Background: an optimization exercise with open tools, aiming at small area, a short achievable clock period and few clock cycles. Do not read the settings as production practice. The RTL was checked by simulation tests, not by an equivalence proof against the original design. The clock input has no modelled driver; a real chip could not lean on it and would need a root buffer or a full tree. Power is estimated from default activity; no workload was simulated.

## ELA
module ELA(clk, rst, in_data, data_rd, req, wen, addr, data_wr, done);
export LEC_CHECK = 0
export CAP_MARGIN = 20
export CORE_MARGIN = 2
export CORE_UTILIZATION = 40
export SETUP_SLACK_MARGIN = 3.0
export SLEW_MARGIN = 20
create_clock -name core_clock -period 5.0 [get_ports {clk}]
standard.sh (not shown) runs the stock make flow with config.mk's settings and CLKGATE_MAP_FILE= SYNTH_SCRIPT=/design/flow/synth_recipe.tcl, a recipe that flattens the netlist after the stock synthesis.
==> flow/flow/run.sh <==
#!/bin/bash
# Own layout flow: the standard ORFS flow (standard.sh), except that
# - the clock tree is built by flow/cts.tcl, a copy of ORFS's cts.tcl whose
#   TritonCTS call is replaced by one level of clock buffers fed by the clock
#   port (manual_clock_tree there);
# - flow/env.sh may set MAKEVARS, extra ORFS variables for the steps after
#   synthesis. Synthesis is the standard one, unchanged.
# Every tool's output goes to a log in this folder.
set -euo pipefail
W=$(pwd)
rm -rf "$W/scripts"
cp -r "$FLOW_HOME/scripts" "$W/scripts"
cp "$W/flow/cts.tcl" "$W/scripts/cts.tcl"
export SCRIPTS_DIR="$W/scripts"
export CLKTREE_NBUF=4
export CLKTREE_BUF=sky130_fd_sc_hd__clkbuf_16
MAKEVARS=()
if [ -f "$W/flow/env.sh" ]; then source "$W/flow/env.sh"; fi
bash standard.sh synth > "$W/flow_synth.log" 2>&1
for step in floorplan place cts finish; do
  bash standard.sh "${MAKEVARS[@]}" $step > "$W/flow_$step.log" 2>&1
done
test -s "$W/out/final.def"
==> flow/flow/cts.tcl <==
utl::set_metrics_stage "cts__{}"
source $::env(SCRIPTS_DIR)/load.tcl
source $::env(SCRIPTS_DIR)/lec_check.tcl
erase_non_stage_variables cts
load_design 3_place.odb 3_place.sdc
source_step_tcl PRE CTS

# Clone clock tree inverters next to register loads
# so cts does not try to buffer the inverted clocks.
repair_clock_inverters

proc save_progress { stage } {
  puts "Run 'make gui_$stage.odb' to load progress snapshot"
  orfs_write_db $::env(RESULTS_DIR)/$stage.odb
  orfs_write_sdc $::env(RESULTS_DIR)/$stage.sdc
}

# Run CTS
set cts_args [list \
  -sink_clustering_enable \
  -repair_clock_nets]

append_env_var cts_args CTS_BUF_DISTANCE -distance_between_buffers 1
append_env_var cts_args CTS_CLUSTER_SIZE -sink_clustering_size 1
append_env_var cts_args CTS_CLUSTER_DIAMETER -sink_clustering_max_diameter 1
append_env_var cts_args CTS_BUF_LIST -buf_list 1
append_env_var cts_args CTS_LIB_NAME -library 1


if { [env_var_exists_and_non_empty CTS_ARGS] } {
  set cts_args $::env(CTS_ARGS)
}

set_dont_use $::env(DONT_USE_CELLS)

proc kmeans_groups { pts nb } {
  set xs [lsort -real [lmap p $pts {lindex $p 0}]]
  set ys [lsort -real [lmap p $pts {lindex $p 1}]]
  set x0 [lindex $xs 0]; set x1 [lindex $xs end]
  set y0 [lindex $ys 0]; set y1 [lindex $ys end]
  set cent {}
  set side [expr {int(ceil(sqrt($nb)))}]
  set rows [expr {int(ceil(double($nb) / $side))}]
  for {set i 0} {$i < $nb} {incr i} {
    set cx [expr {$i % $side}]; set cy [expr {$i / $side}]
    lappend cent [list [expr {$x0 + ($cx + 0.5) / $side * ($x1 - $x0)}] [expr {$y0 + ($cy + 0.5) / $rows * ($y1 - $y0)}]]
  }
  # balanced k-means: no group takes more than its share of the points
  set cap [expr {int(ceil(double([llength $pts]) / $nb))}]
  for {set iter 0} {$iter < 40} {incr iter} {
    set pairs {}
    set n 0
    foreach p $pts {
      for {set i 0} {$i < $nb} {incr i} {
        set c [lindex $cent $i]
        lappend pairs [list [expr {abs([lindex $p 0] - [lindex $c 0]) + abs([lindex $p 1] - [lindex $c 1])}] $n $i]
      }
      incr n
    }
    set grp [lrepeat $nb {}]
    set cnt [lrepeat $nb 0]
    set done [lrepeat [llength $pts] 0]
    foreach pr [lsort -real -index 0 $pairs] {
      lassign $pr d n i
      if {[lindex $done $n] || [lindex $cnt $i] >= $cap} { continue }
      lset done $n 1
      lset cnt $i [expr {[lindex $cnt $i] + 1}]
      lset grp $i [concat [lindex $grp $i] [list [lindex $pts $n]]]
    }
    set newc {}
    for {set i 0} {$i < $nb} {incr i} {
      set g [lindex $grp $i]
      if {[llength $g] == 0} { lappend newc [lindex $cent $i]; continue }
      set sx 0; set sy 0
      foreach p $g { set sx [expr {$sx + [lindex $p 0]}]; set sy [expr {$sy + [lindex $p 1]}] }
      lappend newc [list [expr {double($sx) / [llength $g]}] [expr {double($sy) / [llength $g]}]]
    }
    set cent $newc
  }
  return [list $grp $cent]
}

# Drive each group of iterms (points {x y iterm}) from a new buffer of
# master bufname placed at the group's centre, fed by net src; returns the
# buffers' input points.
proc buffer_groups { grp cent bufname src prefix } {
  set block [ord::get_db_block]
  set master [[ord::get_db] findMaster $bufname]
  set ins {}
  for {set i 0} {$i < [llength $grp]} {incr i} {
    set g [lindex $grp $i]
    if {[llength $g] == 0} { continue }
    set inst [odb::dbInst_create $block $master ${prefix}$i]
    set net [odb::dbNet_create $block clknet_${prefix}$i]
    $net setSigType CLOCK
    foreach p $g { set it [lindex $p 2]; $it disconnect; $it connect $net }
    set c [lindex $cent $i]
    set x [expr {int([lindex $c 0]) - [$master getWidth] / 2}]
    set y [expr {int([lindex $c 1]) - [$master getHeight] / 2}]
    $inst setLocation $x $y
    $inst setPlacementStatus PLACED
    [$inst findITerm A] connect $src
    [$inst findITerm X] connect $net
    lappend ins [list [lindex $c 0] [lindex $c 1] [$inst findITerm A]]
    puts "clock buffer ${prefix}$i ($bufname) drives [llength $g] pins"
  }
  return $ins
}

proc manual_clock_tree { } {
  set block [ord::get_db_block]
  set clknet [[$block findBTerm clk] getNet]
  set pts {}
  foreach it [$clknet getITerms] {
    set b [[$it getInst] getBBox]
    lappend pts [list [expr {([$b xMin] + [$b xMax]) / 2.0}] [expr {([$b yMin] + [$b yMax]) / 2.0}] $it]
  }
  if {[info exists ::env(CLKTREE_LEAF)] && $::env(CLKTREE_LEAF) ne ""} {
    lassign [kmeans_groups $pts $::env(CLKTREE_NLEAF)] grp cent
    set pts [buffer_groups $grp $cent $::env(CLKTREE_LEAF) $clknet clkleaf_]
  }
  lassign [kmeans_groups $pts $::env(CLKTREE_NBUF)] grp cent
  buffer_groups $grp $cent $::env(CLKTREE_BUF) $clknet clkroot_
  set_propagated_clock [all_clocks]
}
manual_clock_tree

utl::push_metrics_stage "cts__{}__pre_repair_timing"
log_cmd estimate_parasitics -placement
if { $::env(DETAILED_METRICS) } {
  report_metrics 4 "cts pre-repair-timing"
}
utl::pop_metrics_stage

set_placement_padding -global \
  -left $::env(CELL_PAD_IN_SITES_DETAIL_PLACEMENT) \
  -right $::env(CELL_PAD_IN_SITES_DETAIL_PLACEMENT)

set result [catch { detailed_placement } msg]
if { $result != 0 } {
  save_progress 4_1_error
  error "Detailed placement failed in CTS: $msg"
}

log_cmd estimate_parasitics -placement

if { $::env(CTS_SNAPSHOTS) } {
  save_progress 4_1_pre_repair_hold_setup
}

if { !$::env(SKIP_CTS_REPAIR_TIMING) } {
  if { $::env(EQUIVALENCE_CHECK) } {
    write_eqy_verilog 4_before_rsz.v
  }
  if { $::env(LEC_CHECK) } {
    write_lec_verilog 4_before_rsz_lec.v
  }

  repair_timing_helper

  if { $::env(EQUIVALENCE_CHECK) } {
    run_equivalence_test
  }
  if { $::env(LEC_CHECK) } {
    write_lec_verilog 4_after_rsz_lec.v
    run_lec_test 4_rsz 4_before_rsz_lec.v 4_after_rsz_lec.v
  }

  set result [catch { detailed_placement } msg]
  if { $result != 0 } {
    save_progress 4_1_error
    error "Detailed placement failed in CTS: $msg"
  }

  check_placement -verbose
}

report_metrics 4 "cts final"

source_step_tcl POST CTS

orfs_write_db $::env(RESULTS_DIR)/4_1_cts.odb
orfs_write_sdc $::env(RESULTS_DIR)/4_cts.sdc
==> flow/flow/env.sh <==
export BUFFER_PORTS_ARGS="-buffer_cell sky130_fd_sc_hd__buf_2"
Testbench counts at the start, summed over its fixed seeds: cycles 47,392.
Then changed:
==> flow/flow/run.sh (replaced) <==
#!/bin/bash
# Own layout flow: the standard ORFS flow, except that the clock tree is
# built by flow/cts.tcl (a copy of ORFS's cts.tcl whose TritonCTS call is
# replaced by one level of clock buffers, see manual_clock_tree there).
# Every tool's output goes to a log in this folder.
set -euo pipefail
W=$(pwd)
rm -rf "$W/scripts"
cp -r "$FLOW_HOME/scripts" "$W/scripts"
cp "$W/flow/cts.tcl" "$W/scripts/cts.tcl"
export SCRIPTS_DIR="$W/scripts"
export CLKTREE_NBUF=${CLKTREE_NBUF:-4}
export CLKTREE_BUF=${CLKTREE_BUF:-sky130_fd_sc_hd__clkbuf_16}
[ -f "$W/flow/env.sh" ] && source "$W/flow/env.sh"
bash standard.sh synth > "$W/flow_synth.log" 2>&1
bash standard.sh floorplan > "$W/flow_floorplan.log" 2>&1
bash standard.sh place > "$W/flow_place.log" 2>&1
bash standard.sh cts > "$W/flow_cts.log" 2>&1
bash standard.sh finish > "$W/flow_finish.log" 2>&1
test -s "$W/out/final.def"
==> flow/flow/env.sh (replaced) <==
export ADDER_MAP_FILE=""
SETUP_SLACK_MARGIN = 3.3   (was 3.0)
The changed run produced a clean layout.
Setup slack degrades by 0.44 ns.
Die area went down by 3.9%.
Sequential power barely changes.
Routed wire length came out higher by about 6%.
Register-to-register slack degrades by 0.44 ns.
Via count grows by 6.5%.
Then changed:
SETUP_SLACK_MARGIN = 3.0   (was 3.3)
removed: flow/flow/env.sh
The new run ran to the end with no violations. Setup slack gets better by 0.41 ns. Power climbs slightly. Critical path depth is unchanged. Register-to-register slack is better by 0.41 ns. Sequential power is about the same. Final cell count went down by a few percent. Combinational power increases by a little under a tenth. Utilization went down by 2.6 points. Synthesized cell count came out lower slightly. Global-route usage went down by 1.1 points.
Then changed:
==> flow/flow/run.sh (replaced) <==
#!/bin/bash
# Own layout flow: the standard ORFS flow (standard.sh), except that
# - the clock tree is built by flow/cts.tcl, a copy of ORFS's cts.tcl whose
#   TritonCTS call is replaced by one level of clock buffers fed by the clock
#   port (manual_clock_tree there);
# - flow/env.sh may set MAKEVARS, extra ORFS variables for the steps after
#   synthesis. Synthesis is the standard one, unchanged.
# Every tool's output goes to a log in this folder.
set -euo pipefail
W=$(pwd)
rm -rf "$W/scripts"
cp -r "$FLOW_HOME/scripts" "$W/scripts"
cp "$W/flow/cts.tcl" "$W/scripts/cts.tcl"
export SCRIPTS_DIR="$W/scripts"
export CLKTREE_NBUF=4
export CLKTREE_BUF=sky130_fd_sc_hd__clkbuf_16
MAKEVARS=()
if [ -f "$W/flow/env.sh" ]; then source "$W/flow/env.sh"; fi
bash standard.sh synth > "$W/flow_synth.log" 2>&1
for step in floorplan place cts finish; do
  bash standard.sh "${MAKEVARS[@]}" $step > "$W/flow_$step.log" 2>&1
done
test -s "$W/out/final.def"
==> flow/flow/env.sh (new file) <==
export BUFFER_PORTS_ARGS="-buffer_cell sky130_fd_sc_hd__buf_2"; MAKEVARS=(RECOVER_POWER=50)
=> This time the run reached the layout checks and failed them: max-capacitance violations, max-slew violations; hold slack stays flat; fmax fell by a quarter to a third; power fell slightly; clock skew fell by 0.0050 ns; cell area fell by a few percent; synthesized cell count is unchanged; register-to-register slack degrades by 0.69 ns; die area stays the same; global-route usage fell by 0.30 points.
In every run of this note, the design's own scripts or RTL, not TritonCTS, make the clock network.

-- separate check: timing with driven ports --
No port has a modelled driver above. Below, the same layouts with a new extraction and two added sets of constraints. Step 1 (the two cells are an assumption about what drives the block):
set clk [get_ports {clk}]
set_driving_cell -lib_cell sky130_fd_sc_hd__clkbuf_16 $clk
set_driving_cell -lib_cell sky130_fd_sc_hd__buf_2 [delete_from_list [all_inputs] $clk]
Step 2 times the ports against the registers' clock, not the clock port: input delays grow and output delays shrink by t, the midpoint of the rising clock arrivals with the driver on. Three values: ideal, step 1, step 2; two values: the first two.
run	t (ns)	slack for setup (ns)	hold WS [ns]	pins driven straight from the clock port
the first run	0.244	2.943 / 2.943 / 2.943	0.412 / 0.412 / 0.412	4
the second run	0.246	2.504 / 2.504 / 2.504	0.411 / 0.411 / 0.411	4
the third run	0.245	2.913 / 2.913 / 2.913	0.412 / 0.412 / 0.412	4
the fourth run	0.244	2.224 / 2.224 / 2.224	0.412 / 0.412 / 0.412	4
